Context: an optimization exercise on an open-source flow, tuned for a short achievable clock period. The choices shown serve that exercise and are no tape-out recipe.
No functional check of the RTL was part of any run shown here.
In run 3 the design's own scripts or RTL, not TritonCTS, make the clock network.
The flow treats the clock pin as an ideal source. Dropping or thinning the clock tree relies on that and would not hold on a real chip.
Power figures rest on the tool's default switching activity, not on a simulated workload.

==> flow/design.v <==
module alu(OPA, OPB, CIN, INP_VALID, CLK, RST, CMD, CE, MODE, COUT, OFLOW, RES, G, E, L, ERR);
    input [7:0] OPA, OPB;
    input CLK, RST, CE, MODE, CIN;
    input [1:0] INP_VALID;
    input [3:0] CMD;
    output reg [15:0] RES;
    output reg COUT, OFLOW, G, E, L, ERR;
    wire vab = INP_VALID[0] & INP_VALID[1];
    wire va = INP_VALID[0];
    wire vb = INP_VALID[1];
    wire am = CE & MODE;
    wire lm = CE & ~MODE;
    wire d_add = am & vab & (CMD == 4'd0);
    wire d_sub = am & vab & (CMD == 4'd1);
    wire d_addc = am & vab & (CMD == 4'd2);
    wire d_subc = am & vab & (CMD == 4'd3);
    wire d_inca = am & va & (CMD == 4'd4);
    wire d_deca = am & va & (CMD == 4'd5);
    wire d_incb = am & vb & (CMD == 4'd6);
    wire d_decb = am & vb & (CMD == 4'd7);
    wire d_cmp = am & vab & (CMD == 4'd8);
    wire d_sadd = am & vab & (CMD == 4'd11);
    wire d_ssub = am & vab & (CMD == 4'd12);
    wire d_and = lm & vab & (CMD == 4'd0);
    wire d_nand = lm & vab & (CMD == 4'd1);
    wire d_or = lm & vab & (CMD == 4'd2);
    wire d_nor = lm & vab & (CMD == 4'd3);
    wire d_xor = lm & vab & (CMD == 4'd4);
    wire d_xnor = lm & vab & (CMD == 4'd5);
    wire d_nota = lm & va & (CMD == 4'd6);
    wire d_notb = lm & vb & (CMD == 4'd7);
    wire d_shra = lm & va & (CMD == 4'd8);
    wire d_shla = lm & va & (CMD == 4'd9);
    wire d_shrb = lm & vb & (CMD == 4'd10);
    wire d_shlb = lm & vb & (CMD == 4'd11);
    wire d_rol = lm & vab & (CMD == 4'd12);
    wire d_ror = lm & vab & (CMD == 4'd13);
    wire mul_en = am & vab & (CMD[3:2] == 2'b10) & (CMD[1] ^ CMD[0]);
    wire inc = CMD[0];
    wire [9:0] y = {2'b00, OPB};
    wire [9:0] x1 = inc ? {2'b00, OPA} : {1'b0, OPA, 1'b0};
    wire [9:0] x2 = inc ? {1'b0, OPA, 1'b1} : {OPA, 2'b00};
    wire b0_y0 = inc, b0_y1 = y[0], b0_y2 = y[1];
    wire one0 = b0_y1 ^ b0_y0;               
    wire e0 = b0_y2 ^ b0_y1;                 
    wire pos0 = ~b0_y2 & (b0_y1 | b0_y0);
    wire zm0 = b0_y2 & b0_y1 & b0_y0;
    wire [9:0] row0_d = {10{b0_y2}} ^ (one0 ? x1[9:0] : ({10{e0}} & x2[9:0]));
    wire cor0_d = inc ? (pos0 | zm0) : b0_y2;
    wire b1_y0 = y[1], b1_y1 = y[2], b1_y2 = y[3];
    wire one1 = b1_y1 ^ b1_y0;               
    wire e1 = b1_y2 ^ b1_y1;                 
    wire pos1 = ~b1_y2 & (b1_y1 | b1_y0);
    wire zm1 = b1_y2 & b1_y1 & b1_y0;
    wire [9:0] row1_d = {10{b1_y2}} ^ (one1 ? x1[9:0] : ({10{e1}} & x2[9:0]));
    wire cor1_d = inc ? (pos1 | zm1) : b1_y2;
    wire b2_y0 = y[3], b2_y1 = y[4], b2_y2 = y[5];
    wire one2 = b2_y1 ^ b2_y0;               
    wire e2 = b2_y2 ^ b2_y1;                 
    wire pos2 = ~b2_y2 & (b2_y1 | b2_y0);
    wire zm2 = b2_y2 & b2_y1 & b2_y0;
    wire [9:0] row2_d = {10{b2_y2}} ^ (one2 ? x1[9:0] : ({10{e2}} & x2[9:0]));
    wire cor2_d = inc ? (pos2 | zm2) : b2_y2;
    wire b3_y0 = y[5], b3_y1 = y[6], b3_y2 = y[7];
    wire one3 = b3_y1 ^ b3_y0;               
    wire e3 = b3_y2 ^ b3_y1;                 
    wire pos3 = ~b3_y2 & (b3_y1 | b3_y0);
    wire zm3 = b3_y2 & b3_y1 & b3_y0;
    wire [9:0] row3_d = {10{b3_y2}} ^ (one3 ? x1[9:0] : ({10{e3}} & x2[9:0]));
    wire cor3_d = inc ? (pos3 | zm3) : b3_y2;
    wire b4_y0 = y[7], b4_y1 = y[8], b4_y2 = y[9];
    wire one4 = b4_y1 ^ b4_y0;               
    wire e4 = b4_y2 ^ b4_y1;                 
    wire pos4 = ~b4_y2 & (b4_y1 | b4_y0);
    wire zm4 = b4_y2 & b4_y1 & b4_y0;
    wire [7:0] row4_d = {8{b4_y2}} ^ (one4 ? x1[7:0] : ({8{e4}} & x2[7:0]));
    wire cor4_d = inc ? (pos4 | zm4) : b4_y2;
    wire cu_d = CIN & ~CMD[3] & CMD[1] & ~CMD[0];       
    wire cv_d = ~(CIN & ~CMD[3] & CMD[1] & CMD[0]);    
    reg [9:0] row0_q;
    reg inv0_q, cor0_q;
    reg [9:0] row1_q;
    reg inv1_q, cor1_q;
    reg [9:0] row2_q;
    reg inv2_q, cor2_q;
    reg [9:0] row3_q;
    reg inv3_q, cor3_q;
    reg [7:0] row4_q;
    reg inv4_q, cor4_q;
    reg [7:0] a_q, b_q;
    reg [7:0] ug_q, up_q, vg_q, vp_q;
    reg ug0c_q, vg0c_q;
    reg cu_q, cv_q, bmax_cin_q, mul_q;
    reg q_add;
    reg q_sub;
    reg q_addc;
    reg q_subc;
    reg q_inca;
    reg q_deca;
    reg q_incb;
    reg q_decb;
    reg q_cmp;
    reg q_sadd;
    reg q_ssub;
    reg q_and;
    reg q_nand;
    reg q_or;
    reg q_nor;
    reg q_xor;
    reg q_xnor;
    reg q_nota;
    reg q_notb;
    reg q_shra;
    reg q_shla;
    reg q_shrb;
    reg q_shlb;
    reg q_rol;
    reg q_ror;
    always @(posedge CLK) begin
        row0_q <= row0_d;
        inv0_q <= b0_y2;
        cor0_q <= cor0_d;
        row1_q <= row1_d;
        inv1_q <= b1_y2;
        cor1_q <= cor1_d;
        row2_q <= row2_d;
        inv2_q <= b2_y2;
        cor2_q <= cor2_d;
        row3_q <= row3_d;
        inv3_q <= b3_y2;
        cor3_q <= cor3_d;
        row4_q <= row4_d;
        inv4_q <= b4_y2;
        cor4_q <= cor4_d;
        a_q <= OPA;
        ug_q <= OPA & OPB;
        up_q <= OPA ^ OPB;
        vg_q <= OPA & ~OPB;
        vp_q <= ~(OPA ^ OPB);
        ug0c_q <= (OPA[0] & OPB[0]) | ((OPA[0] ^ OPB[0]) & cu_d);
        vg0c_q <= (OPA[0] & ~OPB[0]) | (~(OPA[0] ^ OPB[0]) & cv_d);
        b_q <= OPB;
        cu_q <= cu_d;
        cv_q <= cv_d;
        bmax_cin_q <= CIN & (&OPB);
        mul_q <= mul_en;
        q_add <= d_add;
        q_sub <= d_sub;
        q_addc <= d_addc;
        q_subc <= d_subc;
        q_inca <= d_inca;
        q_deca <= d_deca;
        q_incb <= d_incb;
        q_decb <= d_decb;
        q_cmp <= d_cmp;
        q_sadd <= d_sadd;
        q_ssub <= d_ssub;
        q_and <= d_and;
        q_nand <= d_nand;
        q_or <= d_or;
        q_nor <= d_nor;
        q_xor <= d_xor;
        q_xnor <= d_xnor;
        q_nota <= d_nota;
        q_notb <= d_notb;
        q_shra <= d_shra;
        q_shla <= d_shla;
        q_shrb <= d_shrb;
        q_shlb <= d_shlb;
        q_rol <= d_rol;
        q_ror <= d_ror;
    end
    wire u_G0_1 = ug_q[1] | (up_q[1] & ug0c_q);
    wire u_G0_2 = ug_q[2] | (up_q[2] & ug_q[1]);
    wire u_P0_2 = up_q[2] & up_q[1];
    wire u_G0_3 = ug_q[3] | (up_q[3] & ug_q[2]);
    wire u_P0_3 = up_q[3] & up_q[2];
    wire u_G0_4 = ug_q[4] | (up_q[4] & ug_q[3]);
    wire u_P0_4 = up_q[4] & up_q[3];
    wire u_G0_5 = ug_q[5] | (up_q[5] & ug_q[4]);
    wire u_P0_5 = up_q[5] & up_q[4];
    wire u_G0_6 = ug_q[6] | (up_q[6] & ug_q[5]);
    wire u_P0_6 = up_q[6] & up_q[5];
    wire u_G0_7 = ug_q[7] | (up_q[7] & ug_q[6]);
    wire u_P0_7 = up_q[7] & up_q[6];
    wire u_G1_2 = u_G0_2 | (u_P0_2 & ug0c_q);
    wire u_G1_3 = u_G0_3 | (u_P0_3 & u_G0_1);
    wire u_G1_4 = u_G0_4 | (u_P0_4 & u_G0_2);
    wire u_P1_4 = u_P0_4 & u_P0_2;
    wire u_G1_5 = u_G0_5 | (u_P0_5 & u_G0_3);
    wire u_P1_5 = u_P0_5 & u_P0_3;
    wire u_G1_6 = u_G0_6 | (u_P0_6 & u_G0_4);
    wire u_P1_6 = u_P0_6 & u_P0_4;
    wire u_G1_7 = u_G0_7 | (u_P0_7 & u_G0_5);
    wire u_P1_7 = u_P0_7 & u_P0_5;
    wire u_G2_4 = u_G1_4 | (u_P1_4 & ug0c_q);
    wire u_G2_5 = u_G1_5 | (u_P1_5 & u_G0_1);
    wire u_G2_6 = u_G1_6 | (u_P1_6 & u_G1_2);
    wire u_G2_7 = u_G1_7 | (u_P1_7 & u_G1_3);
    wire v_G0_1 = vg_q[1] | (vp_q[1] & vg0c_q);
    wire v_G0_2 = vg_q[2] | (vp_q[2] & vg_q[1]);
    wire v_P0_2 = vp_q[2] & vp_q[1];
    wire v_G0_3 = vg_q[3] | (vp_q[3] & vg_q[2]);
    wire v_P0_3 = vp_q[3] & vp_q[2];
    wire v_G0_4 = vg_q[4] | (vp_q[4] & vg_q[3]);
    wire v_P0_4 = vp_q[4] & vp_q[3];
    wire v_G0_5 = vg_q[5] | (vp_q[5] & vg_q[4]);
    wire v_P0_5 = vp_q[5] & vp_q[4];
    wire v_G0_6 = vg_q[6] | (vp_q[6] & vg_q[5]);
    wire v_P0_6 = vp_q[6] & vp_q[5];
    wire v_G0_7 = vg_q[7] | (vp_q[7] & vg_q[6]);
    wire v_P0_7 = vp_q[7] & vp_q[6];
    wire v_G1_2 = v_G0_2 | (v_P0_2 & vg0c_q);
    wire v_G1_3 = v_G0_3 | (v_P0_3 & v_G0_1);
    wire v_G1_4 = v_G0_4 | (v_P0_4 & v_G0_2);
    wire v_P1_4 = v_P0_4 & v_P0_2;
    wire v_G1_5 = v_G0_5 | (v_P0_5 & v_G0_3);
    wire v_P1_5 = v_P0_5 & v_P0_3;
    wire v_G1_6 = v_G0_6 | (v_P0_6 & v_G0_4);
    wire v_P1_6 = v_P0_6 & v_P0_4;
    wire v_G1_7 = v_G0_7 | (v_P0_7 & v_G0_5);
    wire v_P1_7 = v_P0_7 & v_P0_5;
    wire v_G2_4 = v_G1_4 | (v_P1_4 & vg0c_q);
    wire v_G2_5 = v_G1_5 | (v_P1_5 & v_G0_1);
    wire v_G2_6 = v_G1_6 | (v_P1_6 & v_G1_2);
    wire v_G2_7 = v_G1_7 | (v_P1_7 & v_G1_3);
    wire [7:0] su = {(up_q[7] ^ u_G2_6), (up_q[6] ^ u_G2_5), (up_q[5] ^ u_G2_4), (up_q[4] ^ u_G1_3), (up_q[3] ^ u_G1_2), (up_q[2] ^ u_G0_1), (up_q[1] ^ ug0c_q), (up_q[0] ^ cu_q)};
    wire cu8 = u_G2_7;
    wire [7:0] sv = {(vp_q[7] ^ v_G2_6), (vp_q[6] ^ v_G2_5), (vp_q[5] ^ v_G2_4), (vp_q[4] ^ v_G1_3), (vp_q[3] ^ v_G1_2), (vp_q[2] ^ v_G0_1), (vp_q[1] ^ vg0c_q), (vp_q[0] ^ cv_q)};
    wire cv8 = v_G2_7;
    wire [7:0] ia = a_q + 8'd1;
    wire [7:0] da = a_q - 8'd1;
    wire [7:0] ib = b_q + 8'd1;
    wire [7:0] db = b_q - 8'd1;
    wire s8a = a_q[7] ^ b_q[7] ^ cu8;      
    wire s8s = a_q[7] ^ ~b_q[7] ^ cv8;     
    wire eq = &vp_q;
    wire zsa = ~(|su) & ~s8a;
    wire zss = ~(|sv) & ~s8s;
    wire [15:0] rolv = {a_q, a_q} << b_q[2:0];
    wire [15:0] rorv = {a_q, a_q} >> b_q[2:0];
    wire berr = |b_q[7:3];
    wire [7:0] lo8 =
          ({8{q_add | q_addc | q_sadd}} & su)
        | ({8{q_sub | q_subc | q_ssub}} & sv)
        | ({8{q_inca}} & ia) | ({8{q_deca}} & da) | ({8{q_incb}} & ib) | ({8{q_decb}} & db)
        | ({8{q_and}} & (a_q & b_q)) | ({8{q_nand}} & ~(a_q & b_q))
        | ({8{q_or}} & (a_q | b_q)) | ({8{q_nor}} & ~(a_q | b_q))
        | ({8{q_xor}} & (a_q ^ b_q)) | ({8{q_xnor}} & ~(a_q ^ b_q))
        | ({8{q_nota}} & ~a_q) | ({8{q_notb}} & ~b_q)
        | ({8{q_shra}} & {1'b0, a_q[7:1]}) | ({8{q_shla}} & {a_q[6:0], 1'b0})
        | ({8{q_shrb}} & {1'b0, b_q[7:1]}) | ({8{q_shlb}} & {b_q[6:0], 1'b0})
        | ({8{q_rol & ~berr}} & rolv[15:8]) | ({8{q_ror & ~berr}} & rorv[7:0]);
    wire hi = (q_sadd & s8a) | (q_ssub & s8s);
    wire [15:0] other = {{8{hi}}, lo8};
    wire cout_d = ((q_add | q_addc) & cu8) | (q_sadd & s8a) | (q_ssub & s8s);
    wire oflow_d = (q_sub & ~cv8) | (q_subc & ~cv8 & ~bmax_cin_q)
        | (q_deca & (a_q == 8'd0)) | (q_decb & (b_q == 8'd0))
        | (q_sadd & (a_q[7] == b_q[7]) & (su[7] != a_q[7]))
        | (q_ssub & (a_q[7] != b_q[7]) & (sv[7] != a_q[7]));
    wire g_d = (q_cmp & cv8 & ~eq) | (q_sadd & ~s8a & ~zsa) | (q_ssub & ~s8s & ~zss);
    wire e_d = (q_cmp & eq) | (q_sadd & zsa) | (q_ssub & zss);
    wire l_d = (q_cmp & ~cv8) | (q_sadd & s8a) | (q_ssub & s8s);
    wire err_d = (q_rol | q_ror) & berr;
    wire t0s = row0_q[6] ^ row1_q[4];
    wire t0c = row0_q[6] & row1_q[4];
    wire t1s = row0_q[7] ^ row1_q[5];
    wire t1c = row0_q[7] & row1_q[5];
    wire t2s = row0_q[8] ^ row1_q[6] ^ row2_q[4];
    wire t2c = (row0_q[8] & row1_q[6]) | (row0_q[8] & row2_q[4]) | (row1_q[6] & row2_q[4]);
    wire t3s = row3_q[2] ^ row4_q[0];
    wire t3c = row3_q[2] & row4_q[0];
    wire t4s = row0_q[9] ^ row1_q[7] ^ row2_q[5];
    wire t4c = (row0_q[9] & row1_q[7]) | (row0_q[9] & row2_q[5]) | (row1_q[7] & row2_q[5]);
    wire t5s = row3_q[3] ^ row4_q[1];
    wire t5c = row3_q[3] & row4_q[1];
    wire t6s = row1_q[8] ^ row2_q[6] ^ row3_q[4];
    wire t6c = (row1_q[8] & row2_q[6]) | (row1_q[8] & row3_q[4]) | (row2_q[6] & row3_q[4]);
    wire t7s = row4_q[2] ^ inv0_q;
    wire t7c = row4_q[2] & inv0_q;
    wire t8s = row1_q[9] ^ row2_q[7] ^ row3_q[5];
    wire t8c = (row1_q[9] & row2_q[7]) | (row1_q[9] & row3_q[5]) | (row2_q[7] & row3_q[5]);
    wire t9s = row4_q[3] ^ inv0_q;
    wire t9c = row4_q[3] & inv0_q;
    wire t10s = row2_q[8] ^ row3_q[6] ^ row4_q[4];
    wire t10c = (row2_q[8] & row3_q[6]) | (row2_q[8] & row4_q[4]) | (row3_q[6] & row4_q[4]);
    wire t11s = ~inv0_q ^ ~inv1_q;
    wire t11c = ~inv0_q & ~inv1_q;
    wire t12s = row2_q[9] ^ row3_q[7] ^ row4_q[5];
    wire t12c = (row2_q[9] & row3_q[7]) | (row2_q[9] & row4_q[5]) | (row3_q[7] & row4_q[5]);
    wire t13s = row0_q[4] ^ row1_q[2];
    wire t13c = row0_q[4] & row1_q[2];
    wire t14s = row0_q[5] ^ row1_q[3];
    wire t14c = row0_q[5] & row1_q[3];
    wire t15s = t0s ^ row2_q[2] ^ row3_q[0];
    wire t15c = (t0s & row2_q[2]) | (t0s & row3_q[0]) | (row2_q[2] & row3_q[0]);
    wire t16s = t0c ^ t1s ^ row2_q[3];
    wire t16c = (t0c & t1s) | (t0c & row2_q[3]) | (t1s & row2_q[3]);
    wire t17s = t1c ^ t2s ^ t3s;
    wire t17c = (t1c & t2s) | (t1c & t3s) | (t2s & t3s);
    wire t18s = t2c ^ t3c ^ t4s;
    wire t18c = (t2c & t3c) | (t2c & t4s) | (t3c & t4s);
    wire t19s = t4c ^ t5c ^ t6s;
    wire t19c = (t4c & t5c) | (t4c & t6s) | (t5c & t6s);
    wire t20s = t6c ^ t7c ^ t8s;
    wire t20c = (t6c & t7c) | (t6c & t8s) | (t7c & t8s);
    wire t21s = t8c ^ t9c ^ t10s;
    wire t21c = (t8c & t9c) | (t8c & t10s) | (t9c & t10s);
    wire t22s = t10c ^ t11c ^ t12s;
    wire t22c = (t10c & t11c) | (t10c & t12s) | (t11c & t12s);
    wire t23s = t12c ^ row3_q[8] ^ row4_q[6];
    wire t23c = (t12c & row3_q[8]) | (t12c & row4_q[6]) | (row3_q[8] & row4_q[6]);
    wire t24s = row3_q[9] ^ row4_q[7];
    wire t24c = row3_q[9] & row4_q[7];
    wire t25s = row0_q[2] ^ row1_q[0];
    wire t25c = row0_q[2] & row1_q[0];
    wire t26s = row0_q[3] ^ row1_q[1];
    wire t26c = row0_q[3] & row1_q[1];
    wire t27s = t13s ^ row2_q[0] ^ cor2_q;
    wire t27c = (t13s & row2_q[0]) | (t13s & cor2_q) | (row2_q[0] & cor2_q);
    wire t28s = t13c ^ t14s ^ row2_q[1];
    wire t28c = (t13c & t14s) | (t13c & row2_q[1]) | (t14s & row2_q[1]);
    wire t29s = t14c ^ t15s ^ cor3_q;
    wire t29c = (t14c & t15s) | (t14c & cor3_q) | (t15s & cor3_q);
    wire t30s = t15c ^ t16s ^ row3_q[1];
    wire t30c = (t15c & t16s) | (t15c & row3_q[1]) | (t16s & row3_q[1]);
    wire t31s = t16c ^ t17s ^ cor4_q;
    wire t31c = (t16c & t17s) | (t16c & cor4_q) | (t17s & cor4_q);
    wire t32s = t17c ^ t18s ^ t5s;
    wire t32c = (t17c & t18s) | (t17c & t5s) | (t18s & t5s);
    wire t33s = t18c ^ t19s ^ t7s;
    wire t33c = (t18c & t19s) | (t18c & t7s) | (t19s & t7s);
    wire t34s = t19c ^ t20s ^ t9s;
    wire t34c = (t19c & t20s) | (t19c & t9s) | (t20s & t9s);
    wire t35s = t20c ^ t21s ^ t11s;
    wire t35c = (t20c & t21s) | (t20c & t11s) | (t21s & t11s);
    wire t36s = t21c ^ t22s ^ 1'b1;
    wire t36c = (t21c & t22s) | (t21c & 1'b1) | (t22s & 1'b1);
    wire t37s = t22c ^ t23s ^ ~inv2_q;
    wire t37c = (t22c & t23s) | (t22c & ~inv2_q) | (t23s & ~inv2_q);
    wire t38s = t23c ^ t24s ^ 1'b1;
    wire t38c = (t23c & t24s) | (t23c & 1'b1) | (t24s & 1'b1);
    wire f_g0 = row0_q[0] & cor0_q & mul_q;
    wire f_p0 = (row0_q[0] ^ cor0_q) & mul_q;
    wire f_g1 = row0_q[1] & 1'b0 & mul_q;
    wire f_p1 = (row0_q[1] ^ 1'b0) & mul_q;
    wire f_g2 = t25s & cor1_q & mul_q;
    wire f_p2 = (t25s ^ cor1_q) & mul_q;
    wire f_g3 = t25c & t26s & mul_q;
    wire f_p3 = (t25c ^ t26s) & mul_q;
    wire f_g4 = t26c & t27s & mul_q;
    wire f_p4 = (t26c ^ t27s) & mul_q;
    wire f_g5 = t27c & t28s & mul_q;
    wire f_p5 = (t27c ^ t28s) & mul_q;
    wire f_g6 = t28c & t29s & mul_q;
    wire f_p6 = (t28c ^ t29s) & mul_q;
    wire f_g7 = t29c & t30s & mul_q;
    wire f_p7 = (t29c ^ t30s) & mul_q;
    wire f_g8 = t30c & t31s & mul_q;
    wire f_p8 = (t30c ^ t31s) & mul_q;
    wire f_g9 = t31c & t32s & mul_q;
    wire f_p9 = (t31c ^ t32s) & mul_q;
    wire f_g10 = t32c & t33s & mul_q;
    wire f_p10 = (t32c ^ t33s) & mul_q;
    wire f_g11 = t33c & t34s & mul_q;
    wire f_p11 = (t33c ^ t34s) & mul_q;
    wire f_g12 = t34c & t35s & mul_q;
    wire f_p12 = (t34c ^ t35s) & mul_q;
    wire f_g13 = t35c & t36s & mul_q;
    wire f_p13 = (t35c ^ t36s) & mul_q;
    wire f_g14 = t36c & t37s & mul_q;
    wire f_p14 = (t36c ^ t37s) & mul_q;
    wire f_g15 = t37c & t38s & mul_q;
    wire f_p15 = (t37c ^ t38s) & mul_q;
    wire f_G0_1 = f_g1 | (f_p1 & f_g0);
    wire f_G0_2 = f_g2 | (f_p2 & f_g1);
    wire f_P0_2 = f_p2 & f_p1;
    wire f_G0_3 = f_g3 | (f_p3 & f_g2);
    wire f_P0_3 = f_p3 & f_p2;
    wire f_G0_4 = f_g4 | (f_p4 & f_g3);
    wire f_P0_4 = f_p4 & f_p3;
    wire f_G0_5 = f_g5 | (f_p5 & f_g4);
    wire f_P0_5 = f_p5 & f_p4;
    wire f_G0_6 = f_g6 | (f_p6 & f_g5);
    wire f_P0_6 = f_p6 & f_p5;
    wire f_G0_7 = f_g7 | (f_p7 & f_g6);
    wire f_P0_7 = f_p7 & f_p6;
    wire f_G0_8 = f_g8 | (f_p8 & f_g7);
    wire f_P0_8 = f_p8 & f_p7;
    wire f_G0_9 = f_g9 | (f_p9 & f_g8);
    wire f_P0_9 = f_p9 & f_p8;
    wire f_G0_10 = f_g10 | (f_p10 & f_g9);
    wire f_P0_10 = f_p10 & f_p9;
    wire f_G0_11 = f_g11 | (f_p11 & f_g10);
    wire f_P0_11 = f_p11 & f_p10;
    wire f_G0_12 = f_g12 | (f_p12 & f_g11);
    wire f_P0_12 = f_p12 & f_p11;
    wire f_G0_13 = f_g13 | (f_p13 & f_g12);
    wire f_P0_13 = f_p13 & f_p12;
    wire f_G0_14 = f_g14 | (f_p14 & f_g13);
    wire f_P0_14 = f_p14 & f_p13;
    wire f_G0_15 = f_g15 | (f_p15 & f_g14);
    wire f_P0_15 = f_p15 & f_p14;
    wire f_G1_2 = f_G0_2 | (f_P0_2 & f_g0);
    wire f_G1_3 = f_G0_3 | (f_P0_3 & f_G0_1);
    wire f_G1_4 = f_G0_4 | (f_P0_4 & f_G0_2);
    wire f_P1_4 = f_P0_4 & f_P0_2;
    wire f_G1_5 = f_G0_5 | (f_P0_5 & f_G0_3);
    wire f_P1_5 = f_P0_5 & f_P0_3;
    wire f_G1_6 = f_G0_6 | (f_P0_6 & f_G0_4);
    wire f_P1_6 = f_P0_6 & f_P0_4;
    wire f_G1_7 = f_G0_7 | (f_P0_7 & f_G0_5);
    wire f_P1_7 = f_P0_7 & f_P0_5;
    wire f_G1_8 = f_G0_8 | (f_P0_8 & f_G0_6);
    wire f_P1_8 = f_P0_8 & f_P0_6;
    wire f_G1_9 = f_G0_9 | (f_P0_9 & f_G0_7);
    wire f_P1_9 = f_P0_9 & f_P0_7;
    wire f_G1_10 = f_G0_10 | (f_P0_10 & f_G0_8);
    wire f_P1_10 = f_P0_10 & f_P0_8;
    wire f_G1_11 = f_G0_11 | (f_P0_11 & f_G0_9);
    wire f_P1_11 = f_P0_11 & f_P0_9;
    wire f_G1_12 = f_G0_12 | (f_P0_12 & f_G0_10);
    wire f_P1_12 = f_P0_12 & f_P0_10;
    wire f_G1_13 = f_G0_13 | (f_P0_13 & f_G0_11);
    wire f_P1_13 = f_P0_13 & f_P0_11;
    wire f_G1_14 = f_G0_14 | (f_P0_14 & f_G0_12);
    wire f_P1_14 = f_P0_14 & f_P0_12;
    wire f_G1_15 = f_G0_15 | (f_P0_15 & f_G0_13);
    wire f_P1_15 = f_P0_15 & f_P0_13;
    wire f_G2_4 = f_G1_4 | (f_P1_4 & f_g0);
    wire f_G2_5 = f_G1_5 | (f_P1_5 & f_G0_1);
    wire f_G2_6 = f_G1_6 | (f_P1_6 & f_G1_2);
    wire f_G2_7 = f_G1_7 | (f_P1_7 & f_G1_3);
    wire f_G2_8 = f_G1_8 | (f_P1_8 & f_G1_4);
    wire f_P2_8 = f_P1_8 & f_P1_4;
    wire f_G2_9 = f_G1_9 | (f_P1_9 & f_G1_5);
    wire f_P2_9 = f_P1_9 & f_P1_5;
    wire f_G2_10 = f_G1_10 | (f_P1_10 & f_G1_6);
    wire f_P2_10 = f_P1_10 & f_P1_6;
    wire f_G2_11 = f_G1_11 | (f_P1_11 & f_G1_7);
    wire f_P2_11 = f_P1_11 & f_P1_7;
    wire f_G2_12 = f_G1_12 | (f_P1_12 & f_G1_8);
    wire f_P2_12 = f_P1_12 & f_P1_8;
    wire f_G2_13 = f_G1_13 | (f_P1_13 & f_G1_9);
    wire f_P2_13 = f_P1_13 & f_P1_9;
    wire f_G2_14 = f_G1_14 | (f_P1_14 & f_G1_10);
    wire f_P2_14 = f_P1_14 & f_P1_10;
    wire f_G2_15 = f_G1_15 | (f_P1_15 & f_G1_11);
    wire f_P2_15 = f_P1_15 & f_P1_11;
    wire f_G3_8 = f_G2_8 | (f_P2_8 & f_g0);
    wire f_G3_9 = f_G2_9 | (f_P2_9 & f_G0_1);
    wire f_G3_10 = f_G2_10 | (f_P2_10 & f_G1_2);
    wire f_G3_11 = f_G2_11 | (f_P2_11 & f_G1_3);
    wire f_G3_12 = f_G2_12 | (f_P2_12 & f_G2_4);
    wire f_G3_13 = f_G2_13 | (f_P2_13 & f_G2_5);
    wire f_G3_14 = f_G2_14 | (f_P2_14 & f_G2_6);
    wire f_G3_15 = f_G2_15 | (f_P2_15 & f_G2_7);
    wire [15:0] res_d = {((f_p15 | other[15]) ^ f_G3_14), ((f_p14 | other[14]) ^ f_G3_13), ((f_p13 | other[13]) ^ f_G3_12), ((f_p12 | other[12]) ^ f_G3_11), ((f_p11 | other[11]) ^ f_G3_10), ((f_p10 | other[10]) ^ f_G3_9), ((f_p9 | other[9]) ^ f_G3_8), ((f_p8 | other[8]) ^ f_G2_7), ((f_p7 | other[7]) ^ f_G2_6), ((f_p6 | other[6]) ^ f_G2_5), ((f_p5 | other[5]) ^ f_G2_4), ((f_p4 | other[4]) ^ f_G1_3), ((f_p3 | other[3]) ^ f_G1_2), ((f_p2 | other[2]) ^ f_G0_1), ((f_p1 | other[1]) ^ f_g0), ((f_p0 | other[0]) ^ 1'b0)};
    always @(posedge CLK or posedge RST) begin
        if (RST) begin
            RES <= 16'd0;
            COUT <= 1'b0; OFLOW <= 1'b0; G <= 1'b0; E <= 1'b0; L <= 1'b0; ERR <= 1'b0;
        end
        else begin
            RES <= res_d;
            COUT <= cout_d; OFLOW <= oflow_d; G <= g_d; E <= e_d; L <= l_d; ERR <= err_d;
        end
    end
endmodule
==> flow/standard.sh <==
#!/bin/bash
# synth_recipe.tcl (not shown) runs the flow's synth.tcl, then flattens the netlist and writes it again
# the make line also repeats each setting of config.mk as NAME=value (left out here)
make -C /OpenROAD-flow-scripts/flow DESIGN_CONFIG=/design/flow/config.mk WORK_HOME=/design/flow/orfs CLKGATE_MAP_FILE= SYNTH_SCRIPT=/design/flow/synth_recipe.tcl "${@:-finish}"
==> flow/flow/abc_speed.script <==
strash
&get -n
&st
&if -g -K 6
&syn2
&if -g -K 6
&put
dch -f
map {D}
buffer
upsize {D}
dnsize {D}
stime -p
==> flow/flow/my_synth.tcl <==
# The standard flow's synthesis script (synth_recipe.tcl), with Yosys's abc pass given our own ABC
# script: SOP balancing before a delay-driven standard-cell map.
proc abc {args} {
  set i [lsearch -exact $args -script]
  if {$i >= 0} { lset args [expr {$i + 1}] $::env(MY_ABC_SCRIPT) }
  yosys abc {*}$args
}
source $::env(FLOW_SYNTH_TCL)
==> flow/config.mk <==
export PLATFORM = sky130hd
export DESIGN_NAME = alu
export DESIGN_NICKNAME = alu
export VERILOG_FILES = /design/flow/design.v
export SDC_FILE = /design/flow/constraint.sdc
export NUM_CORES = 4
export LEC_CHECK = 0
export CAP_MARGIN = 20
export CORE_MARGIN = 2
export CORE_UTILIZATION = 40
export SLEW_MARGIN = 20
==> flow/constraint.sdc <==
create_clock -name core_clock -period 8.0 [get_ports {CLK}]
set_input_delay 1.6000 -clock core_clock [delete_from_list [all_inputs] [get_ports {CLK}]]
set_output_delay 1.6000 -clock core_clock [all_outputs]
set_load 0.01 [all_outputs]
==> flow/flow/run.sh <==
#!/bin/bash
# Standard ORFS flow (the standard.sh) with: the standard flow's synthesis script wrapped so that
# ABC uses flow/abc_speed.script, no full-adder cell extraction, and repair_timing aiming
# well below the 8 ns constraint.
W=$(pwd)
export MY_ABC_SCRIPT=$W/flow/abc_speed.script
export FLOW_SYNTH_TCL=$W/synth_recipe.tcl
bash standard.sh SYNTH_SCRIPT=$W/flow/my_synth.tcl ADDER_MAP_FILE= ABC_CLOCK_PERIOD_IN_PS=1000 \
  SETUP_SLACK_MARGIN=5.6 finish > flow_make.log 2>&1
==> results of run 1 <==
-- kinds of logic (layout without fill, tap and decap cells) --
group / Yosys count / in the layout / share of synthesized area (%)
simple gates: 796 / 796 / 34.7
xor+xnor: 31 / 31 / 2.60
flops: 152 / 152 / 30.2
mux: 1 / 1 / 0.0959
buf+inv: 221 / 357 / 8.09
compound gates: 394 / 394 / 24.3
-- final cells by class --
| type | count | area (sq um) |
|---|---|---|
| clock inverter | 15 | 204 |
| timing repair buffer | 140 | 1360 |
| clock buffer | 17 | 425 |
| fill | 2513 | 12100 |
| timing repair inverter | 7 | 52.6 |
| inverter | 178 | 752 |
| tap | 335 | 419 |
| multi-input combinational | 1222 | 7340 |
| sequential | 152 | 3230 |
-- worst max path at each step --
stage                     slack, ps  cells past startpoint   endpoint  startpoint
after floorplan                5450                      8  row1_q[5]      CMD[0]
after global placement         4280                      8  row1_q[5]      OPB[1]
after detailed placement       4220                      8  row1_q[6]      OPB[1]
after CTS                      5450                      1     RES[9]      RES[9]
after global routing           5430                      1    RES[13]     RES[13]
final                          5460                      1     RES[4]      RES[4]
-- flip-flops by register name (all words and copies together) (netlist names), 7 cells and up --
| register | cells |
|---|---|
| b_q | 8 |
| vp_q | 8 |
| row1_q | 10 |
| RES | 16 |
| row2_q | 10 |
| row3_q | 10 |
| vg_q | 7 |
| ug_q | 7 |
| a_q | 8 |
| up_q | 8 |
| row4_q | 8 |
| row0_q | 10 |
-- power groups by stage --
stage                     sequential, mW  clock [mW]  combinational [mW]
after CTS                          0.880       0.867               0.701
final                              0.888       0.859               0.807
after global routing               0.894       0.899               0.885
after global placement             0.896           0               0.650
after floorplan                    0.867           0               0.514
after detailed placement           0.897           0               0.660
-- repair_timing --
action,CTS,global route
gates resized for setup,272,177
endpoints found under the hold margin,0,0
pin swaps,9,54
setup buffers,35,47
endpoints found under the setup margin,164,94
gates cloned,10,3
-- synth_stat cells (all sizes together), types with 2 or more instances --
| cell type | n |
|---|---|
| nand2 | 310 |
| nor2 | 189 |
| inv | 177 |
| nand3 | 159 |
| dfxtp | 130 |
| o21ai | 109 |
| a21oi | 106 |
| nand4 | 79 |
| o221ai | 37 |
| clkbuf | 32 |
| xor2 | 27 |
| nor3 | 24 |
| o22ai | 24 |
| dfrtp | 22 |
| a31oi | 18 |
| o2bb2ai | 17 |
| o211ai | 13 |
| a221oi | 11 |
| a22oi | 11 |
| buf | 11 |
| nand3b | 9 |
| nor4 | 9 |
| o2111ai | 9 |
| o21bai | 7 |
| a2111oi | 5 |
| a21boi | 5 |
| o21a | 5 |
| or2 | 5 |
| a211oi | 4 |
| and2 | 4 |
| nand2b | 4 |
| xnor2 | 4 |
| and3 | 3 |
| a311oi | 2 |
| a41oi | 2 |
| o2111a | 2 |
-- per-layer routing --
| metal | vias to the layer above | share of wire [%] | track usage, % |
|---|---|---|---|
| met4 | 0 | 3.7 | 9.33 |
| met3 | 110 | 9.9 | 6.77 |
| met2 | 686 | 43 | 44.1 |
| li1 | 5893 | - | - |
| met5 | - | 0 | 0 |
| met1 | 5813 | 44 | 41.4 |
==> results.yml, run 1 <==
setup_path:
  reg2reg_depth: 13
  crit_slowest_cell: "dfrtp_1"
  r2r_slack_ps: 5550
  crit_type: "reg -> out"
  endpoint_kind: "output pin"
  crit_buf_inv: 1
  crit_chain: "buf_6"
  max_stage_delay_ps: 390
  crit_path_start_kind: "flop"
  timing.rr.start: "b_q[1]"
  critPathArrivalTime_ps: 940
  cp_top_family: "flip-flops"
  worstReg2RegEnd: "RES[7]"
  critPathMaxFanout: 1
  critPathRequiredTime_ps: 6400
logic_synthesis:
  ys_ff_latch: 152
  synthFlopType: "dfxtp_1"
  synth.top_cell.area_share_pct: 24.9
  syn_area_per_cell_sq_um: 6.54
  synth_nets: 1622
  async_flop_share_pct: 14.5
  synth_edf_count: 0
  ys_types: 62
  synthCells: 1595
  yosys.area.top_type: "dfxtp_1"
  syn_area_sq_um: 10400
  yosysWarnings: 1
  synthTopCellsByArea: "dfxtp_1, nand2_1, nand3_1"
  ys_seq_area_share_pct: 30.2
min_path:
  hold_class: "reg -> reg"
  whs_path_depth: 2
  holdPathEnd: "ERR"
  min_from: "q_ror"
placement:
  placed_cell_area_sq_um: 11400
  place_congestion: 1.02
  port_buffers: 48
  hpwlAfterDp_mm: 30.1
  place_ws_ps: 4220
  placed_cells: 1939
power:
  p_seq_share_pct: 34.8
  leakage_nw: 5.95
  p_total_mw: 2.55
  peakVddDrop_v: 0.000137
  pwr-share-comb_pct: 31.6
  power.density_nw_per_um2: 185
  clkPwrFrac_pct: 33.6
  p_sw_share_pct: 39.8
  p_sw_mw: 1.02
  internal_power_mw: 1.54
cts:
  cts_buffers: 17
  hold_buffers: 0
  clk_latency_ps: 440
  clk_pin_slew_worst_paths_ps: 70
  tritoncts: "built"
  cts_max_level: 4
  cts.sinks: 152
  cts_root_buf: "clkbuf_16"
  clockBufferDepth: 2
sta:
  fmax_mhz: 393
  finalCritPeriodShare_pct: 31.8
  rsz0062_at_grt: "true"
  setup-violations-final: 0
  fin_ws_ps: 5460
  fin_skew_ps: 11.7
  max_slew.worst_pin.slew_ps: 608
  drv_slew: 0
  fin_tns_setup_ps: 0
  hold_violations: 0
  period_minus_slack_ps: 2540
  timing.hold.ws_ps: 454
  slew_headroom_pct: 59.4
finish:
  drive_above_1_share_pct: 24.9
  fin_area_sq_um: 13800
  synthToLayoutAreaGrowth_pct: 32.1
  post-route-util_pct: 53.4
  final_common_cell: "nand2_1"
  num_antenna_cells: 0
  final_cell_mix: "nand2_1, nor2_1, nand3_1, inv_1, dfxtp_1"
  fin_cells: 2066
  final_net_count: 1745
flow_run:
  cap_violations: 0
grt:
  grt_max_degree: 34
  grt_antenna_before_repair: 0
  grt_first_pass_wirelength_mm: 61.0
  grt.overflow.total: 0
  grt_pass1_vias: 10800
  grt_usage_pct: 29.3
floorplan:
  die_x_um: 166
  coreArea_sq_um: 25800
  rows: 59
  die_h_um: 166
  die_area_sq_um: 27400
  floorplan.initialDensity_pct: 40.4
  top_level_ports: 49
routing:
  dr.first_iter.drc_count: 1552
  drt_pass1_iterations: 5
  wl_mm: 42.0
  final_antenna_net_count: 0
  vias_per_cell: 6.05
  wl_per_cell_um: 20.3
  route.detailed.drc: 0
  vias: 12500
outcome:
  status: "finished clean"
==> run 2, diff against run 1 <==
--- a/flow/design.v
+++ b/flow/design.v
@@ -75,6 +75,8 @@
     wire zm4 = b4_y2 & b4_y1 & b4_y0;
     wire [7:0] row4_d = {8{b4_y2}} ^ (one4 ? x1[7:0] : ({8{e4}} & x2[7:0]));
     wire cor4_d = inc ? (pos4 | zm4) : b4_y2;
+    wire [15:0] rol_d = {OPA, OPA} << OPB[2:0];
+    wire [15:0] ror_d = {OPA, OPA} >> OPB[2:0];
     wire cu_d = CIN & ~CMD[3] & CMD[1] & ~CMD[0];       
     wire cv_d = ~(CIN & ~CMD[3] & CMD[1] & CMD[0]);    
     reg [9:0] row0_q;
@@ -88,6 +90,8 @@
     reg [7:0] row4_q;
     reg inv4_q, cor4_q;
     reg [7:0] a_q, b_q;
+    reg [7:0] rol_q, ror_q;    
+    reg err1_q;                
     reg [7:0] ug_q, up_q, vg_q, vp_q;
     reg ug0c_q, vg0c_q;
     reg cu_q, cv_q, bmax_cin_q, mul_q;
@@ -133,6 +137,9 @@
         inv4_q <= b4_y2;
         cor4_q <= cor4_d;
         a_q <= OPA;
+        rol_q <= rol_d[15:8];
+        ror_q <= ror_d[7:0];
+        err1_q <= (d_rol | d_ror) & (|OPB[7:3]);
         ug_q <= OPA & OPB;
         up_q <= OPA ^ OPB;
         vg_q <= OPA & ~OPB;
@@ -237,8 +244,6 @@
     wire eq = &vp_q;
     wire zsa = ~(|su) & ~s8a;
     wire zss = ~(|sv) & ~s8s;
-    wire [15:0] rolv = {a_q, a_q} << b_q[2:0];
-    wire [15:0] rorv = {a_q, a_q} >> b_q[2:0];
     wire berr = |b_q[7:3];
     wire [7:0] lo8 =
           ({8{q_add | q_addc | q_sadd}} & su)
@@ -250,7 +255,7 @@
         | ({8{q_nota}} & ~a_q) | ({8{q_notb}} & ~b_q)
         | ({8{q_shra}} & {1'b0, a_q[7:1]}) | ({8{q_shla}} & {a_q[6:0], 1'b0})
         | ({8{q_shrb}} & {1'b0, b_q[7:1]}) | ({8{q_shlb}} & {b_q[6:0], 1'b0})
-        | ({8{q_rol & ~berr}} & rolv[15:8]) | ({8{q_ror & ~berr}} & rorv[7:0]);
+        | ({8{q_rol & ~berr}} & rol_q) | ({8{q_ror & ~berr}} & ror_q);
     wire hi = (q_sadd & s8a) | (q_ssub & s8s);
     wire [15:0] other = {{8{hi}}, lo8};
     wire cout_d = ((q_add | q_addc) & cu8) | (q_sadd & s8a) | (q_ssub & s8s);
@@ -261,7 +266,7 @@
     wire g_d = (q_cmp & cv8 & ~eq) | (q_sadd & ~s8a & ~zsa) | (q_ssub & ~s8s & ~zss);
     wire e_d = (q_cmp & eq) | (q_sadd & zsa) | (q_ssub & zss);
     wire l_d = (q_cmp & ~cv8) | (q_sadd & s8a) | (q_ssub & s8s);
-    wire err_d = (q_rol | q_ror) & berr;
+    wire err_d = err1_q;
     wire t0s = row0_q[6] ^ row1_q[4];
     wire t0c = row0_q[6] & row1_q[4];
     wire t1s = row0_q[7] ^ row1_q[5];
==> flow/flow/run.sh (replaced) <==
#!/bin/bash
# Standard ORFS flow (the standard.sh) with:
#  - the standard flow's synthesis script wrapped so that ABC uses flow/abc_speed.script, and no
#    full-adder cell extraction;
#  - input port buffers resized and a hand-built two-level clock tree
#    (flow/pre_cts.tcl, flow/manual_cts.tcl) in place of TritonCTS;
#  - repair_timing aiming well below the 8 ns constraint.
W=$(pwd)
export MY_FLOW_DIR=$W/flow
export MY_ABC_SCRIPT=$W/flow/abc_speed.script
export FLOW_SYNTH_TCL=$W/synth_recipe.tcl
bash standard.sh SYNTH_SCRIPT=$W/flow/my_synth.tcl ADDER_MAP_FILE= ABC_CLOCK_PERIOD_IN_PS=1000 \
  PRE_CTS_TCL=$W/flow/pre_cts.tcl SETUP_SLACK_MARGIN=5.7 finish > flow_make.log 2>&1
==> flow/flow/pre_cts.tcl (new file) <==
# Start of ORFS's CTS step.
# 1. Input port buffers: a buf_8 on every input port (the standard flow's rule: every port keeps a
#    buffer); the ports fan out widely and the placement-time buffers are small.
foreach inst [get_cells input*] {
  set m [get_property $inst ref_name]
  if {[string match "sky130_fd_sc_hd__*buf*" $m]} {
    replace_cell $inst sky130_fd_sc_hd__buf_8
  }
}
==> results.yml, run 2 <==
outcome:
  status: "finished clean"
power:
  power.density_nw_per_um2: 187
  peakVddDrop_v: 0.000112
  p_total_mw: 2.70
  leakage_nw: 6.15
finish:
  final_cell_mix: "nand2_1, inv_1, nor2_1, nand3_1, dfxtp_1"
  n_fill_cell: 2412
  num_antenna_cells: 0
  drive_above_1_share_pct: 27.7
  final_net_count: 1727
  final_common_cell: "nand2_1"
  fin_area_sq_um: 14400
  regMostFlops: "RES"
  largest_reg_flops: 16
  synthToLayoutAreaGrowth_pct: 36.8
sta:
  drv_slew: 0
  hold_violations: 0
  fmax_mhz: 392
  timing.hold.ws_ps: 365
  period_minus_slack_ps: 2550
  setup-violations-final: 0
  finalCritPeriodShare_pct: 31.9
  rsz0062_at_grt: "true"
  max_slew.worst_pin.slew_ps: 592
  fin_tns_setup_ps: 0
  fin_skew_ps: 15.5
  slew_headroom_pct: 60.3
grt:
  grt_max_degree: 36
  grt_first_pass_wirelength_mm: 58.2
  grt_antenna_before_repair: 1
  grt.overflow.total: 0
  grt_pass1_vias: 10300
  grt_usage_pct: 26.6
logic_synthesis:
  yosysWarnings: 1
  synth_nets: 1591
  ys_top_cells_by_count: "nand2_1, nor2_1, inv_1"
  synthCells: 1564
  ys_types: 62
  yosys.area.top_type: "dfxtp_1"
  ys_seq_area_share_pct: 33.1
  synth_edf_count: 0
  syn_area_sq_um: 10500
  synthTopCellsByArea: "dfxtp_1, nand2_1, nand3_1"
  synthFlopType: "dfxtp_1"
  ys_ff_latch: 169
  async_flop_share_pct: 13.0
  syn_area_per_cell_sq_um: 6.74
  synth.top_cell.area_share_pct: 27.9
  synth.most_common_cell: "nand2_1"
floorplan:
  floorplan.initialDensity_pct: 40.6
  die_h_um: 166
  coreArea_sq_um: 26000
  top_level_ports: 49
  die_x_um: 166
  die_area_sq_um: 27700
  rows: 59
setup_path:
  crit_chain: "buf_2"
  critPathArrivalTime_ps: 950
  cp.depth: 1
  crit_path_start_kind: "flop"
  critPathRequiredTime_ps: 6400
  worstReg2RegEnd: "RES[15]"
  reg2reg_depth: 12
  endpoint_kind: "output pin"
  critPathMaxFanout: 1
  crit_slowest_cell: "dfrtp_1"
  crit_type: "reg -> out"
  r2r_slack_ps: 5670
  critPathLaunch: "RES[1]"
  cp_top_family: "flip-flops"
  max_stage_delay_ps: 370
  crit_buf_inv: 1
  timing.rr.start: "row2_q[4]"
  crit_end: "RES[1]"
placement:
  hpwlAfterDp_mm: 28.8
  port_buffers: 48
  placed_cell_area_sq_um: 11500
  place_congestion: 0.946
routing:
  vias_per_cell: 5.99
  wl_per_cell_um: 20.0
  wl_mm: 40.9
  drt_pass1_iterations: 5
  route.detailed.drc: 0
  final_antenna_net_count: 0
  dr.first_iter.drc_count: 1401
  vias: 12300
flow_run:
  cap_violations: 0
cts:
  tritoncts: "built"
  clk_pin_slew_worst_paths_ps: 80
  cts_buffers: 17
  clk_latency_ps: 440
  cts.sinks: 169
min_path:
  hold_class: "reg -> reg"
-- run 2: cell types whose count changed after synthesis, sizes merged, moves of 12 or more --
cell     delta
a21oi      -21
dfxtp      +17
o2bb2ai    -12
nand2      -12
nor2       -15
-- run 2: worst min-delay path by stage --
stage | startpoint | to | slack, ps | cells past startpoint
global placement | err1_q | ERR | 370 | 0
CTS | err1_q | ERR | 370 | 0
detailed placement | err1_q | ERR | 370 | 0
finish | err1_q | ERR | 370 | 0
floorplan | err1_q | ERR | 320 | 0
global route | err1_q | ERR | 360 | 0
-- run 2: per-layer routing --
metal	share of wire, %	global-route usage [%]	wire (um)	up-vias
met3	8.9	5.00	3650	101
met5	0.029	0	12	-
li1	-	-	-	5844
met2	43	39.0	17600	570
met4	3.6	9.75	1480	2
met1	44	38.7	18100	5748
-- run 2: metrics by stage --
stage | util [%] | cells | worst slack (ps)
floorplan | - | 1564 | 5490
global placement | 44.3 | 1914 | 3820
detailed placement | 44.3 | 1914 | 3750
CTS | 49.6 | 1975 | 5440
global route | 55.5 | 2048 | 5420
finish | 55.5 | 2048 | 5450
-- run 2: area by class of cell --
| type | instances | area [sq um] | area share, % |
|---|---|---|---|
| repair buffers | 149 | 1530 | 10.6 |
| clock inverters | 15 | 228 | 1.58 |
| multi-input cells | 1189 | 7510 | 52.0 |
| clock buffers | 17 | 425 | 2.95 |
| well taps | 335 | 419 | 2.90 |
| inverters | 174 | 739 | 5.12 |
| flip-flops and latches | 169 | 3580 | 24.8 |
-- run 2: cells by family after synthesis --
family | Yosys count | synth area share (%)
buffers and inverters | 211 | 7.62
XOR/XNOR | 35 | 2.91
AND/OR/NAND/NOR | 770 | 33.0
flip-flops | 169 | 33.1
AO/OA/AOI/OAI | 378 | 23.2
multiplexers | 1 | 0.0949
-- run 2: report_power, final --
part | switching [mW] | internal, mW
sequential | 0.0714 | 0.906
combinational | 0.516 | 0.293
clock | 0.425 | 0.488
total | 1.01 | 1.69
-- run 2: worst register-to-register path: stages, from the launching register on --
cell,delay (ps)
dfxtp_4,380
buf_4,150
and3_1,170
o2bb2ai_1,170
nand4_1,200
nand3_1,160
nand3_1,160
nand4_1,190
nand2_1,120
a31oi_4,190
o2111ai_2,160
nand3_1,130
nand2_1,60
-- run 2: timing repair --
action	in CTS	in global routing
resized for setup	193	227
hold buffers	0	0
pin swaps	14	93
setup buffers	25	66
cloned	4	6
setup endpoints to repair	120	89
==> run 3, diff against run 2 <==
--- a/flow/flow/run.sh
+++ b/flow/flow/run.sh
@@ -9,5 +9,7 @@
 export MY_FLOW_DIR=$W/flow
 export MY_ABC_SCRIPT=$W/flow/abc_speed.script
 export FLOW_SYNTH_TCL=$W/synth_recipe.tcl
+export MCTS_NROOT=4
+export MCTS_NLEAF=2
 bash standard.sh SYNTH_SCRIPT=$W/flow/my_synth.tcl ADDER_MAP_FILE= ABC_CLOCK_PERIOD_IN_PS=1000 \
   PRE_CTS_TCL=$W/flow/pre_cts.tcl SETUP_SLACK_MARGIN=5.7 finish > flow_make.log 2>&1
==> flow/flow/manual_cts.tcl (new file) <==
proc mcts_split {items key} {
  set s [lsort -real -index $key $items]
  set h [expr {[llength $s] / 2}]
  return [list [lrange $s 0 [expr {$h - 1}]] [lrange $s $h end]]
}
proc mcts_groups {items n} {
  set groups [list $items]
  set key 1
  while {[llength $groups] < $n} {
    set ng {}
    foreach g $groups { lappend ng {*}[mcts_split $g $key] }
    set groups $ng
    set key [expr {$key == 1 ? 2 : 1}]
  }
  return $groups
}
proc mcts_center {g} {
  set sx 0; set sy 0
  foreach e $g { set sx [expr {$sx + [lindex $e 1]}]; set sy [expr {$sy + [lindex $e 2]}] }
  return [list [expr {int($sx / [llength $g])}] [expr {int($sy / [llength $g])}]]
}
proc mcts_buffer {block master name innet g} {
  lassign [mcts_center $g] cx cy
  set inst [odb::dbInst_create $block $master $name]
  set net [odb::dbNet_create $block "${name}_net"]
  $net setSigType CLOCK
  [$inst findITerm A] connect $innet
  [$inst findITerm X] connect $net
  foreach e $g { set it [lindex $e 0]; $it disconnect; $it connect $net }
  $inst setLocation $cx $cy
  $inst setPlacementStatus PLACED
  return [list [$inst findITerm A] $cx $cy]
}
proc manual_cts {args} {
  set nroot [expr {[info exists ::env(MCTS_NROOT)] ? $::env(MCTS_NROOT) : 4}]
  set nleaf [expr {[info exists ::env(MCTS_NLEAF)] ? $::env(MCTS_NLEAF) : 1}]
  set block [ord::get_db_block]
  set master [[ord::get_db] findMaster sky130_fd_sc_hd__clkbuf_16]
  set clknet [[$block findBTerm CLK] getNet]
  set items {}
  foreach it [$clknet getITerms] {
    set b [[$it getInst] getBBox]
    lappend items [list $it [expr {([$b xMin] + [$b xMax]) / 2}] [expr {([$b yMin] + [$b yMax]) / 2}]]
  }
  puts "manual_cts: [llength $items] sinks, $nroot root buffers, $nleaf leaf buffers each"
  set r 0
  foreach g [mcts_groups $items $nroot] {
    if {$nleaf > 1} {
      # leaf buffers first, on the clock port's net; then the root buffer takes them over
      set leaves {}
      set l 0
      foreach lg [mcts_groups $g $nleaf] {
        lappend leaves [mcts_buffer $block $master "clkbuf_m_${r}_$l" $clknet $lg]
        puts "manual_cts: leaf $r.$l drives [llength $lg] sinks"
        incr l
      }
      mcts_buffer $block $master "clkbuf_m_$r" $clknet $leaves
    } else {
      mcts_buffer $block $master "clkbuf_m_$r" $clknet $g
      puts "manual_cts: root $r drives [llength $g] sinks"
    }
    incr r
  }
}
--- a/flow/flow/pre_cts.tcl
+++ b/flow/flow/pre_cts.tcl
@@ -7,3 +7,8 @@
     replace_cell $inst sky130_fd_sc_hd__buf_8
   }
 }
+# 2. Replace TritonCTS by the clock tree of manual_cts.tcl; the rest of the step
+#    (legalization, timing repair) runs unchanged.
+source $::env(MY_FLOW_DIR)/manual_cts.tcl
+rename clock_tree_synthesis tritoncts_clock_tree_synthesis
+proc clock_tree_synthesis {args} { manual_cts }
==> results.yml, run 3 <==
cts:
  hold_buffers: 0
  clk_latency_ps: 290
  clk_pin_slew_worst_paths_ps: 100
outcome:
  status: "finished clean"
setup_path:
  crit_type: "in -> reg"
  critPathMaxFanout: 7
  critPathArrivalTime_ps: 2810
  critPathRequiredTime_ps: 8160
  crit_slowest_cell: "o21ai_1"
  crit_path_start_kind: "input pin"
  crit_chain: "buf_12 -> buf_16 -> clkinvlp_4 -> buf_6 -> nor2_4 -> a22oi_2 -> o21ai_1 -> o221ai_1"
  max_stage_delay_ps: 230
  crit_buf_inv: 4
  cp_top_family: "compound AO/OA/AOI/OAI gates"
  endpoint_kind: "flop"
power:
  p_sw_uw: 901
  clkPwrFrac_pct: 22.5
  internal_power_mw: 1.51
  power.density_nw_per_um2: 159
  pwr-share-comb_pct: 36.9
  p_sw_share_pct: 37.4
  peakVddDrop_v: 0.000121
  p_seq_share_pct: 40.6
  leakage_nw: 6.40
floorplan:
  top_level_ports: 49
  die_h_um: 166
  die_area_sq_um: 27700
  floorplan.initialDensity_pct: 40.6
  die_x_um: 166
  rows: 59
  coreArea_sq_um: 26000
sta:
  slew_headroom_pct: 49.1
  hold_violations: 0
  max_slew.worst_pin.slew_ps: 744
  rsz0062_at_grt: "true"
  fin_tns_setup_ps: 0
  setup-violations-final: 0
  finalCritPeriodShare_pct: 33.1
  fin_skew_ps: 18.8
  fmax_mhz: 377
  drv_slew: 0
  period_minus_slack_ps: 2650
placement:
  hpwlAfterDp_mm: 28.8
  place_congestion: 0.946
  port_buffers: 48
logic_synthesis:
  yosysWarnings: 1
  synth_compound_area_share_pct: 23.2
  synthFlopType: "dfxtp_1"
  synth_nets: 1591
  synthMuxAreaShare_pct: 0.0949
  synth-adder-area-share_pct: 0
  syn_area_per_cell_sq_um: 6.74
  synth.top_cell.area_share_pct: 27.9
  synth_top_family_by_area: "simple AND/OR/NAND/NOR gates"
  ys_types: 62
  async_flop_share_pct: 13.0
  synthCells: 1564
  ys_seq_area_share_pct: 33.1
  synthTopCellsByArea: "dfxtp_1, nand2_1, nand3_1"
  ys_ff_latch: 169
  synth.most_common_cell: "nand2_1"
  ys_top_cells_by_count: "nand2_1, nor2_1, inv_1"
  synth_edf_count: 0
  synthSimpleGateAreaFrac_pct: 33.0
  yosys.area.top_type: "dfxtp_1"
  synth-xor-area-share_pct: 2.91
  syn_area_sq_um: 10500
finish:
  drive_above_1_share_pct: 32.9
  final_common_cell: "nand2_1"
  largest_reg_flops: 16
  final_cell_mix: "nand2_1, nand3_1, inv_1, dfxtp_1"
  post-route-util_pct: 58.4
  synthToLayoutAreaGrowth_pct: 44.0
  final_net_count: 1779
  num_antenna_cells: 0
  n_fill_cell: 2238
  regMostFlops: "RES"
grt:
  grt_first_pass_wirelength_mm: 63.1
  grt_max_degree: 36
  grt_pass1_vias: 11100
  grt.overflow.total: 0
  grt_usage_pct: 28.3
  grt_antenna_before_repair: 1
routing:
  drt_pass1_iterations: 6
  dr.first_iter.drc_count: 1514
  vias: 12900
  route.detailed.drc: 0
  vias_per_cell: 6.18
  final_antenna_net_count: 0
  wl_mm: 45.6
  wl_per_cell_um: 21.9
min_path:
  hold_class: "reg -> reg"
flow_run:
  cap_violations: 0
## run 3: cell types whose count changed in the layout (fill, tap and decap cells not counted), moves of 15 or more
| cell | change |
|---|---|
| o21ai_0 | -22 |
| nor2_1 | -24 |
| o21ai_2 | +16 |
| buf_2 | -21 |
| buf_4 | +27 |
| clkbuf_2 | +21 |
| buf_6 | +25 |
| inv_1 | -15 |
## run 3: what timing repair did
action,4_1_cts,5_1_grt
setup endpoints to repair,176,110
gates cloned,9,2
pin swaps,72,68
setup buffers,92,56
resized for setup,328,231
## run 3: logic make-up after synthesis
family                    count (synthesis)
xor gates and xnor gates                 35
DFF                                     169
AOI/OAI and AO/OA                       378
and+or+nand+nor                         770
buffers and inverters                   211
muxes                                     1
## run 3: layout make-up
class	instances	area (sq um)	share of cell area (%)
Sequential cell	169	3580	23.6
Multi-Input combinational cell	1185	7770	51.2
Timing Repair inverter	1	8.76	0.0577
Inverter	174	812	5.35
Timing Repair Buffer	209	2300	15.1
Tap cell	335	419	2.76
Buffer	12	300	1.98
## run 3: worst paths after layout
path	start	slack, ps	cells past startpoint	to
hold / removal	err1_q	390	0	ERR
min in group asynchronous	RST	1320	2	COUT
setup reg to reg	mul_q	5640	8	RES[1]
max in group asynchronous	RST	6360	2	RES[3]
setup / recovery	CMD[0]	5350	8	row2_q[1]
hold reg to reg	err1_q	390	0	ERR
## run 3: worst register-to-register path, stage by stage, from the launching register on
cell and delay [ps]:
dfxtp_4 390, buf_12 150, clkinvlp_4 140, o21ai_0 180
a2111oi_0 690, nand2_1 140, a21oi_1 150, nand2_1 100
xnor2_1 310
## run 3: routing by layer
metal / global-route usage, % / up-vias / share of wire [%] / routed length, um
li1: - / 5918 / - / -
met1: 40.2 / 6041 / 41 / 18700
met2: 43.9 / 737 / 44 / 19900
met3: 5.00 / 189 / 10 / 4630
met4: 8.58 / 0 / 5.3 / 2440
met5: 0 / - / 0 / 0
## run 3: per-stage QoR
stage	hold WS (ps)	cell area, sq um	setup WS [ps]	total power [mW]	instances
after floorplan	316	10900	5490	1.43	1564
after global placement	372	11500	3820	1.59	1914
after detailed placement	372	11500	3750	1.60	1914
after CTS	372	14100	5260	2.16	2027
after global routing	385	15200	5330	2.51	2085
final	395	15200	5350	2.41	2085
## run 3: power groups by stage
| stage | sequential, mW | combinational [mW] | clock, mW |
|---|---|---|---|
| after floorplan | 0.961 | 0.472 | 0 |
| final | 0.978 | 0.890 | 0.543 |
| after CTS | 0.988 | 0.754 | 0.419 |
| after detailed placement | 0.987 | 0.616 | 0 |
| after global placement | 0.986 | 0.608 | 0 |
| after global routing | 0.983 | 0.954 | 0.571 |

re-timing with driven ports:
No port has a modelled driver above. Below, the same layouts with a new extraction and two added sets of constraints.
Step 1 assumes that a clkbuf_16 drives the clock port and a buf_2 every other input.
Step 2 adds t to the input delays and takes it off the output delays; t is the mean of the earliest and latest rising clock arrival at the registers after step 1. Input paths then give back, and output paths get back, about the clock's delay inside the block.
Slacks: ideal ports / drivers / drivers and shift; pairs: ideal ports / drivers.
run	t, ns	setup WS [ns]	hold slack, ns	latest minus earliest clock arrival (ns)	worst register clock-pin slew, ns
run 1	0.485	5.458 / 5.408 / 5.077	0.454 / 0.454 / 0.454	0.014 / 0.013	0.08 / 0.08
run 2	0.483	5.449 / 5.401 / 5.084	0.365 / 0.365 / 0.365	0.016 / 0.016	0.08 / 0.08
run 3	0.387	5.351 / 5.389 / 5.002	0.395 / 0.395 / 0.395	0.022 / 0.022	0.10 / 0.10
After both steps setup and hold are still met in every run listed. For run 1, which loses most, drivers alone change the setup slack by -0.050 ns; drivers and shift together by -0.381 ns.
